Context: an optimization exercise on an open-source flow, tuned for small area, a short achievable clock period and few clock cycles per item. The choices shown serve that exercise and are no tape-out recipe.
In this exercise RTL edits were held to simulation tests only and were not proved equivalent to the original.
The flow treats the clock pin as an ideal source, which a real chip does not have.

==> flow/design.v (outline; a module is shown in full before it is edited, if it fits) <==
// module booth_fsm: 3121 lines
// module lookahead_adder_64: 869 lines
// module mul_fa: 10 lines
// module mul_ha: 9 lines
// module mul_cfa: 9 lines
// module mul_xor: 7 lines
// module mul_maj: 8 lines
// module mul_enc: 10 lines
// module mul_sel: 10 lines
// module mul_sel0: 8 lines
// module mul_pg0: 9 lines
// module mul_gpn: 11 lines
// module mul_gpp: 11 lines
// module mul_aoi21: 8 lines
// module mul_oai21: 8 lines
// module mul_xnor: 7 lines
module booth_fsm
# (parameter DATAWIDTH = 32)
(
  input                        clk,
  input                        rstn,
  input                        en,
  input        [DATAWIDTH-1:0] multiplier,
  input        [DATAWIDTH-1:0] multiplicand,
  output reg                   done,
  output reg [2*DATAWIDTH-1:0] product
);
  // ...
==> flow/flow/run.sh <==
#!/bin/bash
# Own layout flow: the standard ORFS flow with two changes.
#  - ports are buffered with a plain buffer (buf_2) instead of the delay
#    buffer buffer_ports picks by default; every port still gets a buffer;
#  - before floorplanning, combinational cells that synthesis upsized are set
#    back to their smallest drive strength (registers are left alone); the
#    resizer then upsizes only what timing needs;
#  - before clock tree synthesis the buffers that timing-driven placement
#    added are taken out again (flow/rebuffer.tcl).
set -euo pipefail
here=$(pwd)
export BUFFER_PORTS_ARGS="-buffer_cell sky130_fd_sc_hd__buf_2"
export PRE_FLOORPLAN_TCL="$here/flow/downsize.tcl"
export PRE_CTS_TCL="$here/flow/rebuffer.tcl"
bash standard.sh > "$here/standard.log" 2>&1
==> flow/flow/downsize.tcl <==
# Set every combinational cell to the smallest-area cell of the library with
# the same function and pins (registers, clock, tap and tie cells unchanged).
set lib_cells [get_lib_cells */sky130_fd_sc_hd__*]
proc base_name {name} {
  if {[regexp {^(sky130_fd_sc_hd__[a-z0-9]+)_[0-9]+$} $name -> b]} { return $b }
  return ""
}
set area_of [dict create]
set group [dict create]
foreach c $lib_cells {
  set n [get_name $c]
  set b [base_name $n]
  if {$b eq ""} { continue }
  if {[get_property $c dont_use]} { continue }
  dict set area_of $n [get_property $c area]
  dict lappend group $b $n
}
set n_changed 0
foreach inst [get_cells *] {
  set m [get_name [get_lib_cells -of_objects $inst]]
  set b [base_name $m]
  if {$b eq "" || ![dict exists $group $b]} { continue }
  if {[regexp {(df|dl|sdf|edf|clk|conb|tap|fill|decap|buf|inv|probe|lpflow)} $b]} { continue }
  set best $m
  set best_area [dict get $area_of $m]
  foreach cand [dict get $group $b] {
    set a [dict get $area_of $cand]
    if {$a < $best_area || ($a == $best_area && [string match *_1 $cand])} {
      set best $cand
      set best_area $a
    }
  }
  if {$best ne $m} {
    replace_cell $inst $best
    incr n_changed
  }
}
puts "downsize: $n_changed cells set to their smallest drive strength"
==> flow/flow/rebuffer.tcl <==
# Before clock tree synthesis: take out the buffers that timing-driven global
# placement inserted inside the design (port buffers stay), fix slew,
# capacitance and fanout again, and legalize; the repair after clock tree
# synthesis then buffers or sizes only the paths that need it.
set_dont_use $::env(DONT_USE_CELLS)
set n 0
set block [ord::get_db_block]
foreach inst [$block getInsts] {
  if {![string match place* [$inst getName]]} { continue }
  set in_it [$inst findITerm A]
  set out_it [$inst findITerm X]
  if {$in_it eq "NULL" || $out_it eq "NULL"} { continue }
  set in_net [$in_it getNet]
  set out_net [$out_it getNet]
  if {[llength [$out_net getBTerms]] > 0} { continue }
  foreach it [$out_net getITerms] {
    if {[$it getInst] eq $inst} { continue }
    $it disconnect
    $it connect $in_net
  }
  $in_it disconnect
  $out_it disconnect
  odb::dbInst_destroy $inst
  odb::dbNet_destroy $out_net
  incr n
}
puts "rebuffer: removed $n placement buffers"
estimate_parasitics -placement
repair_design -cap_margin $::env(CAP_MARGIN) -slew_margin $::env(SLEW_MARGIN)
detailed_placement
==> flow/standard.sh <==
#!/bin/bash
# synth_recipe.tcl (not shown) runs the flow's synth.tcl, then flattens the netlist and writes it again
# the make line also repeats each setting of config.mk as NAME=value (left out here)
make -C /OpenROAD-flow-scripts/flow DESIGN_CONFIG=/design/flow/config.mk WORK_HOME=/design/flow/orfs CLKGATE_MAP_FILE= SYNTH_SCRIPT=/design/flow/synth_recipe.tcl "${@:-finish}"
==> flow/config.mk <==
export PLATFORM = sky130hd
export DESIGN_NAME = booth_fsm
export DESIGN_NICKNAME = booth_fsm
export VERILOG_FILES = /design/flow/design.v
export SDC_FILE = /design/flow/constraint.sdc
export NUM_CORES = 4
export LEC_CHECK = 0
export CAP_MARGIN = 20
export CORE_MARGIN = 2
export CORE_UTILIZATION = 40
export SLEW_MARGIN = 20
export SYNTH_HIERARCHICAL = 1
==> flow/constraint.sdc <==
create_clock -name core_clock -period 6.0 [get_ports {clk}]
set_input_delay 1.2000 -clock core_clock [delete_from_list [all_inputs] [get_ports {clk}]]
set_output_delay 1.2000 -clock core_clock [all_outputs]
set_load 0.01 [all_outputs]
==> results.tsv, run 1 <==
metric	value	unit
count of non-CTS inverters in the layout	70	
status	timing/DRC/antenna clean	
crit path launch	multiplier[5]	
Multi-input gate area	26150	um^2
worst endpoint required time	6250	ps
fin crit period	5909	ps
die height	254.6	um
Max-cap violations	0	
slew of the pin with the lowest slew margin	807.1	ps
Worst Path Buf+Inv	4	
DRT Pass-1 Iters	6	
GRT Total Usage	29.71	%
Setup Crit Path Kind	in2reg	
Die X	254.6	um
# diodes	0	
via count	24520	
RD Place Congestion	1.005	
# port buffers	131	
Slowest-stage cell, CP	fa_1	
max FFs per register	64	
Most Frequent Cell on Critical Path	fa_1	
Max-slew headroom	46.19	%
clock sinks	65	
global-route wire length before repair	147200	um
met1 WL	43590	um
post-CTS sizing	166	
FILL cells	5901	
routed length on met3	9498	um
Testbench counts, summed over its fixed seeds: cycles 2,048, items 2,048.
==> run 2, diff against run 1 <==
--- a/flow/flow/rebuffer.tcl
+++ b/flow/flow/rebuffer.tcl
@@ -3,6 +3,9 @@
 # capacitance and fanout again, and legalize; the repair after clock tree
 # synthesis then buffers or sizes only the paths that need it.
 set_dont_use $::env(DONT_USE_CELLS)
+# the repair after clock tree synthesis aims for some slack, as routed
+# wires come out slower than their placement estimates
+set ::env(SETUP_SLACK_MARGIN) 0.3
 set n 0
 set block [ord::get_db_block]
 foreach inst [$block getInsts] {
==> results.tsv, run 2 <==
metric	value	unit	change
final hold violations	0		
NumNets Final	3597		
Die X	254.6	um	unchanged
GRT Total Usage	31.71	%	+2.0 points
worst endpoint required time	6230	ps	-20 ps
FILL cells	5916		+0.25%
Worst Path Buf+Inv	4		unchanged
CP peak stage delay	610	ps	
ANT nets after route	0		
Post-route DRC	0		
area grow syn2layout	29.24	%	
RSZ-0062 raised after global routing	yes		
Slew Viols, Final	0		
fin crit period	5854	ps	-54.84 ps
final setup violation count	0		
RD Place Congestion	1.005		unchanged
Most Crowded Layer GR	met2		
largest reg by FF count	product		
global-route wire length before repair	155300	um	+5.5%
Mapped Cells	2903		
YS warnings	7		
FP Rows	91		
Final TNS setup	0	ps	
effective utilization at floorplan	40.56	%	
hold crit path type	in2async		
largest net degree at the start of global routing	49		
placed wire-length estimate	82490	um	
antenna violations before repair	5		
final worst path period share	97.56	%	
Setup crit end kind	flop		
critical path arrival	6090	ps	
vias in the first global route	24690		
Regs by FF count	product: 64 flops, done: 1 flops		
DRT Pass-1 Iters	6		unchanged
met2 Use GR	50.10	%	
Via density	6.082		
met3 GRT Util	5.552	%	
via count	24770		+1.0%
met1 Usage GRT	43.72	%	
CTS tree	built		
Hold WS	616.9	ps	
DIE AREA	64830	um^2	
commonest cells after routing, fill and taps aside	xnor2_1 (559), a22oi_1 (509), xor2_1 (371), fa_1 (244), nand2_1 (163)		
Netlist Area Pre-Place	25120	um^2	
DR iter-0 viols	2751		
Max-slew headroom	38.37	%	-7.8 points
worst path cell trace	buf_16 > nand2b_4 > o21ai_4 > buf_4 > buf_6 > bufbuf_16 > a22oi_1 > xnor2_1 > ha_1 > xor2_1 > xor2_1 > fa_1 > fa_1 > fa_2 > nor2_4 > nor2_2 > nand2_1 > nor2_4 > nand2_1 > o21ai_4 > a21oi_4 > xnor2_1		
CTS buffer count	9		
clock transition at the registers of the reported paths	50	ps	
commonest non-fill, non-tap cell in the layout	xnor2_1		
Max-cap violations	0		unchanged
max FFs per register	64		unchanged
CP top delay family	adder cells		
f_max	170.8	MHz	
wire per inst	25.38	um	
# port buffers	131		unchanged
area of the core	61940	um^2	
I/O pins	132		
clock sinks	65		unchanged
CP startpoint kind	input port		
drt total wl	103400	um	
status	timing/DRC/antenna clean		
Post-Syn Area per Cell	8.654	um^2	
Setup Crit Path Kind	in2reg		
fraction of layout cells with a size suffix above 1	23.99	%	
Slowest-stage cell, CP	fa_2		
gr ovfl total	0		
die height	254.6	um	unchanged
slew of the pin with the lowest slew margin	924.4	ps	+117.3 ps
crit-path max FO	20		
-- run 2: through the flow --
| step | util [%] | setup WS, ps | instance area [um^2] | cells |
|---|---|---|---|---|
| 5_1_grt | 52.42 | -27.09 | 32470 | 4072 |
| 4_1_cts | 51.83 | 265.1 | 32100 | 4063 |
| 2_1_floorplan | - | 145.8 | 25330 | 2909 |
| 3_5_place_dp | 52.52 | -525.8 | 32530 | 4518 |
| 6_report | 52.42 | 146.3 | 32470 | 4073 |
| 3_3_place_gp | 52.52 | -462.6 | 32530 | 4518 |
-- run 2: how the worst max path moves through the flow --
stage	startpoint	to	slack (ps)	cells after the start
after floorplan	multiplier[0]	product[38]$_DFF_P_	150	20
after global placement	multiplier[3]	product[40]$_DFF_P_	-460	23
after detailed placement	multiplier[5]	product[40]$_DFF_P_	-530	25
after CTS	multiplicand[21]	product[56]$_DFF_P_	270	22
after global routing	multiplier[9]	product[46]$_DFF_P_	-30	23
final	multiplier[5]	product[56]$_DFF_P_	150	22
-- run 2: layout make-up --
| type | count | area, um^2 | area share (%) |
|---|---|---|---|
| Sequential cell | 65 | 1306 | 4.023 |
| Clock buffer | 10 | 229.0 | 0.7052 |
| Tap cell | 837 | 1047 | 3.225 |
| Timing Repair Buffer | 309 | 3558 | 10.96 |
| Clock inverter | 6 | 67.56 | 0.2081 |
| Multi-Input combinational cell | 2775 | 26000 | 80.06 |
| Antenna cell | 1 | 2.502 | 0.007707 |
| Inverter | 70 | 262.8 | 0.8092 |
-- run 2: metal layers --
metal	vias to the layer above	share of wire, %
met1	12330	43
met4	0	3.6
met5	-	0
met3	193	8.8
li1	10930	-
met2	1314	45
-- run 2: timing repair --
| item | in CTS | in global routing |
|---|---|---|
| gates resized for setup | 511 | 57 |
| cloned | 20 | 0 |
| pin swaps | 167 | 45 |
| buffers inserted | 121 | 9 |
| hold buffers | 0 | 0 |
| setup endpoints to repair | 53 | 32 |
==> run 3, diff against run 2 <==
--- a/flow/flow/rebuffer.tcl
+++ b/flow/flow/rebuffer.tcl
@@ -5,7 +5,7 @@
 set_dont_use $::env(DONT_USE_CELLS)
 # the repair after clock tree synthesis aims for some slack, as routed
 # wires come out slower than their placement estimates
-set ::env(SETUP_SLACK_MARGIN) 0.3
+set ::env(SETUP_SLACK_MARGIN) 0.45
 set n 0
 set block [ord::get_db_block]
 foreach inst [$block getInsts] {
==> results.tsv, run 3 <==
metric	value	unit	change
RSZ-0062 raised after global routing	no		
dpl cells	4518		unchanged
area of the core	61940	um^2	unchanged
placed wire-length estimate	82490	um	unchanged
antenna violations before repair	6		+1
Setup Crit Path Kind	in2reg		
Slew Viols, Final	0		unchanged
GRT Total Usage	32.55	%	+0.84 points
Most Frequent Cell on Critical Path	fa_1		
final hold violations	0		unchanged
NumNets Final	3638		+1.1%
commonest non-fill, non-tap cell in the layout	xnor2_1		
Mapped Cells	2903		unchanged
Final Util	53.94	%	+1.5 points
fin crit period	5766	ps	-88.18 ps
effective utilization at floorplan	40.56	%	unchanged
f_max	173.4	MHz	+1.5%
YS warnings	7		unchanged
DRT Pass-1 Iters	7		+1
Setup crit end kind	flop		
gr ovfl total	0		unchanged
die height	254.6	um	unchanged
Post-route DRC	0		unchanged
clock sinks	65		unchanged
vias in the first global route	25200		+2.0%
Layout Cells excl Fill	4116		+1.1%
wire per inst	25.78	um	+1.5%
Die X	254.6	um	unchanged
crit-path max FO	20		unchanged
CTS tree	built		
Netlist Area Pre-Place	25120	um^2	unchanged
ANT nets after route	0		unchanged
largest net degree at the start of global routing	49		unchanged
CP startpoint kind	input port		
max FFs per register	64		unchanged
clock transition at the registers of the reported paths	60	ps	about the same
Regs by FF count	product: 64 flops, done: 1 flops		
status	timing/DRC/antenna clean		
# hold bufs at CTS	0		unchanged
CTS buffer count	9		unchanged
final worst path period share	96.09	%	-1.5 points
pre-CTS setup slack	-525.8	ps	unchanged
RD Place Congestion	1.005		unchanged
commonest cells after routing, fill and taps aside	xnor2_1 (560), a22oi_1 (508), xor2_1 (362), fa_1 (232), buf_4 (161)		
Slowest-stage cell, CP	fa_2		
DR iter-0 viols	2807		+2.0%
hold crit path type	in2async		
FILL cells	5806		-1.9%
fraction of layout cells with a size suffix above 1	26.95	%	+3.0 points
worst endpoint required time	6240	ps	about the same
Via density	6.086		about the same
global-route wire length before repair	158800	um	+2.3%
Final TNS setup	0	ps	unchanged
Worst Path Buf+Inv	3		-1
final setup violation count	0		unchanged
CP top delay family	adder cells		
I/O pins	132		unchanged
largest reg by FF count	product		
FP Rows	91		unchanged
# port buffers	131		unchanged
DIE AREA	64830	um^2	unchanged
CP peak stage delay	610	ps	about the same
area grow syn2layout	32.98	%	
Max-slew headroom	44.45	%	+6.1 points
min setup slack post-route	234.5	ps	+88.18 ps
slew of the pin with the lowest slew margin	833.3	ps	-91.13 ps
Max-cap violations	0		unchanged
via count	25050		+1.1%
drt total wl	106100	um	+2.6%
critical path arrival	6010	ps	-80 ps
Post-Syn Area per Cell	8.654	um^2	unchanged
worst path cell trace	buf_16 > nand2b_1 > o21ai_4 > buf_12 > buf_16 > a22oi_1 > xnor2_1 > ha_1 > fa_1 > fa_1 > fa_1 > fa_2 > nor2_4 > nor2_2 > nand2_2 > nor2_4 > nand2_2 > o21ai_4 > a21oi_2 > xnor2_1		
run 3: what timing repair did:
item	CTS	global route
buffers inserted	157	3
resized for setup	661	9
cloned	31	0
endpoints found under the setup margin	55	6
pin swaps	252	6
endpoints found under the hold margin	0	0
run 3: cell type report:
type | instances | area, um^2 | share of cell area, %
Clock inverter | 6 | 67.56 | 0.2022
Multi-Input combinational cell | 2775 | 26320 | 78.78
Tap cell | 837 | 1047 | 3.135
Sequential cell | 65 | 1306 | 3.910
Clock buffer | 10 | 229.0 | 0.6853
Antenna cell | 3 | 7.507 | 0.02247
Timing Repair Buffer | 350 | 4170 | 12.48
Inverter | 70 | 262.8 | 0.7865
run 3: metal layers:
layer,global-route usage (%),vias up,routed length [um]
met1,44.28,12420,44620
met2,51.56,1376,47200
li1,-,11020,-
met4,12.25,2,4446
met3,5.705,231,9818
met5,0,-,8
run 3: metrics by stage:
step / hold WS, ps / area (um^2)
finish: 617.1 / 33410
detailed placement: 975.7 / 32530
global route: 612.4 / 33400
CTS: 594.6 / 33320
global placement: 974.2 / 32530
floorplan: 904.4 / 25330
run 3: final timing paths:
check | to | depth (start not counted) | slack, ps | startpoint
worst min-delay path | done$_DFF_PN0_ | 1 | 620 | rstn
worst max-delay path | product[58]$_DFF_P_ | 20 | 230 | multiplier[1]
max in group asynchronous | done$_DFF_PN0_ | 1 | 5300 | rstn
min in group core_clock | done$_DFF_PN0_ | 1 | 960 | en
==> run 4, diff against run 3 <==
==> flow/flow/run.sh (replaced) <==
#!/bin/bash
# Own layout flow: the standard ORFS flow with three changes.
#  - ports are buffered with a plain buffer (buf_2) instead of the delay
#    buffer buffer_ports picks by default; every port still gets a buffer;
#  - before floorplanning, combinational cells that synthesis upsized are set
#    back to their smallest drive strength (registers are left alone); the
#    resizer then upsizes only what timing needs;
#  - before clock tree synthesis the buffers that timing-driven placement
#    added inside the design are taken out again and only slew, capacitance
#    and fanout are repaired (flow/rebuffer.tcl); the usual timing repair
#    after clock tree synthesis and global routing then does the rest.
# Each ORFS step writes its full log under orfs/logs/; make's output goes to
# standard.log here.
set -euo pipefail
here=$(pwd)
export BUFFER_PORTS_ARGS="-buffer_cell sky130_fd_sc_hd__buf_2"
export PRE_FLOORPLAN_TCL="$here/flow/downsize.tcl"
export PRE_CTS_TCL="$here/flow/rebuffer.tcl"
bash standard.sh > "$here/standard.log" 2>&1
--- a/flow/flow/rebuffer.tcl
+++ b/flow/flow/rebuffer.tcl
@@ -3,9 +3,6 @@
 # capacitance and fanout again, and legalize; the repair after clock tree
 # synthesis then buffers or sizes only the paths that need it.
 set_dont_use $::env(DONT_USE_CELLS)
-# the repair after clock tree synthesis aims for some slack, as routed
-# wires come out slower than their placement estimates
-set ::env(SETUP_SLACK_MARGIN) 0.45
 set n 0
 set block [ord::get_db_block]
 foreach inst [$block getInsts] {
==> results.tsv, run 4 <==
metric	value	unit	change
status	timing/DRC/antenna clean		
fin crit period	5909	ps	+143.0 ps
I/O pins	132		unchanged
antenna violations before repair	5		-1
CP startpoint kind	input port		
Setup Crit Path Kind	in2reg		
Netlist Area Pre-Place	25120	um^2	unchanged
clock sinks	65		unchanged
CTS buffer count	9		unchanged
DRT Pass-1 Iters	6		-1
drt total wl	102300	um	-3.6%
commonest non-fill, non-tap cell in the layout	xnor2_1		
Final Util	51.96	%	-2.0 points
fraction of layout cells with a size suffix above 1	22.99	%	-4.0 points
clock transition at the registers of the reported paths	60	ps	about the same
area of the core	61940	um^2	unchanged
Die X	254.6	um	unchanged
min setup slack post-route	91.45	ps	-143.0 ps
Max-slew headroom	46.19	%	+1.7 points
global-route wire length before repair	147200	um	-7.3%
YS warnings	7		unchanged
RSZ-0062 raised after global routing	yes		
worst endpoint required time	6250	ps	about the same
ANT nets after route	0		unchanged
Slew Viols, Final	0		unchanged
crit-path max FO	20		unchanged
NumNets Final	3568		-1.9%
commonest cells after routing, fill and taps aside	xnor2_1 (561), a22oi_1 (512), xor2_1 (364), fa_1 (247), nand2_1 (156)		
largest reg by FF count	product		
RD Place Congestion	1.005		unchanged
Post-Syn Area per Cell	8.654	um^2	unchanged
final hold violations	0		unchanged
# port buffers	131		unchanged
Regs by FF count	product: 64 flops, done: 1 flops		
Setup crit end kind	flop		
FILL cells	5901		+1.6%
critical path arrival	6160	ps	+150 ps
Post-route DRC	0		unchanged
gr ovfl total	0		unchanged
die height	254.6	um	unchanged
f_max	169.2	MHz	-2.4%
final worst path period share	98.48	%	+2.4 points
GRT Total Usage	29.71	%	-2.8 points
Via density	6.065		-0.34%
Final TNS setup	0	ps	unchanged
DIE AREA	64830	um^2	unchanged
largest net degree at the start of global routing	49		unchanged
pre-CTS setup slack	-525.8	ps	unchanged
DR iter-0 viols	2756		-1.8%
placed wire-length estimate	82490	um	unchanged
CTS tree	built		
Max-cap violations	0		unchanged
max FFs per register	64		unchanged
area grow syn2layout	28.11	%	
vias in the first global route	23650		-6.1%
hold crit path type	in2async		
wire per inst	25.30	um	-1.9%
effective utilization at floorplan	40.56	%	unchanged
FP Rows	91		unchanged
Mapped Cells	2903		unchanged
via count	24520		-2.1%
slew of the pin with the lowest slew margin	807.1	ps	-26.16 ps
# diodes	0		-3
final setup violation count	0		unchanged
run 4: timing repair:
action | 4_1_cts | 5_1_grt
gates cloned | 5 | 13
endpoints found under the setup margin | 51 | 47
hold buffers | 0 | 0
resized for setup | 166 | 422
pin swaps | 49 | 120
setup buffers | 67 | 36
run 4: worst max path at each step:
stage,startpoint,end,depth (start not counted)
floorplan,multiplier[0],product[38]$_DFF_P_,20
global route,multiplier[19],product[35]$_DFF_P_,19
finish,multiplier[5],product[58]$_DFF_P_,20
detailed placement,multiplier[5],product[40]$_DFF_P_,25
CTS,multiplier[5],product[56]$_DFF_P_,19
global placement,multiplier[3],product[40]$_DFF_P_,23
run 4: cell type report:
| class | count | area [um^2] | share of cell area, % |
|---|---|---|---|
| Clock buffer | 10 | 229.0 | 0.7114 |
| Clock inverter | 6 | 67.56 | 0.2099 |
| Inverter | 70 | 262.8 | 0.8164 |
| Multi-Input combinational cell | 2775 | 26150 | 81.25 |
| Sequential cell | 65 | 1306 | 4.058 |
| Tap cell | 837 | 1047 | 3.254 |
| Timing Repair Buffer | 280 | 3120 | 9.695 |
run 4: per-layer routing:
metal,vias to the layer above,track usage (%),routed length [um]
li1,10840,-,-
met1,12180,42.79,43590
met2,1313,47.13,45620
met3,186,4.123,9498
met4,0,6.466,3583
met5,-,0,0
run 4: metrics by stage:
| step | area (um^2) | hold WS, ps | instances |
|---|---|---|---|
| after floorplan | 25330 | 904.4 | 2909 |
| after global routing | 32190 | 612.4 | 4043 |
| after CTS | 29870 | 594.6 | 3994 |
| after global placement | 32530 | 974.2 | 4518 |
| after detailed placement | 32530 | 975.7 | 4518 |
| final | 32190 | 616.1 | 4043 |
run 4: critical path: stages:
cell,delay [ps]
buf_16,160
nand2b_1,190
o21ai_4,250
buf_4,180
buf_12,110
bufbuf_16,270
a22oi_1,80
xnor2_1,210
fa_1,460
fa_1,510
fa_1,440
fa_1,580
nor2_2,90
nor2_1,250
nand2_1,160
nor2_2,230
nand2_1,190
o21ai_4,320
a21oi_4,120
xnor2_1,130

## re-timing with driven ports
How much do the figures lean on ideal ports? The routed layouts below were timed once more, with nothing changed but the port constraints. Step 1: set_driving_cell puts a clkbuf_16 on clk and a buf_2 on each other input, an assumption about the parent block. Step 2 adds t to the input delays and takes it off the output delays; t is the mean of the earliest and latest rising clock arrival at the registers after step 1. Input paths then give back, and output paths get back, about the clock's delay inside the block. Slacks: ideal / step 1 / step 2; pairs: ideal / step 1.
| run | t, ns | setup WS [ns] | clock arrival spread, ns | worst slew at a driven data input, ns |
|---|---|---|---|---|
| run 1 | 0.396 | 0.091 / -0.131 / -0.527 | 0.021 / 0.022 | 0.35 |
| run 2 | 0.396 | 0.146 / -0.029 / -0.425 | 0.022 / 0.022 | 0.32 |
| run 3 | 0.397 | 0.234 / -0.003 / -0.400 | 0.023 / 0.023 | 0.32 |
| run 4 | 0.396 | 0.091 / -0.131 / -0.527 | 0.021 / 0.022 | 0.35 |
With both steps, setup timing fails in every run listed, where it was met with ideal ports. For run 3, which loses most, drivers alone change the setup slack by -0.237 ns; drivers and shift together by -0.634 ns.
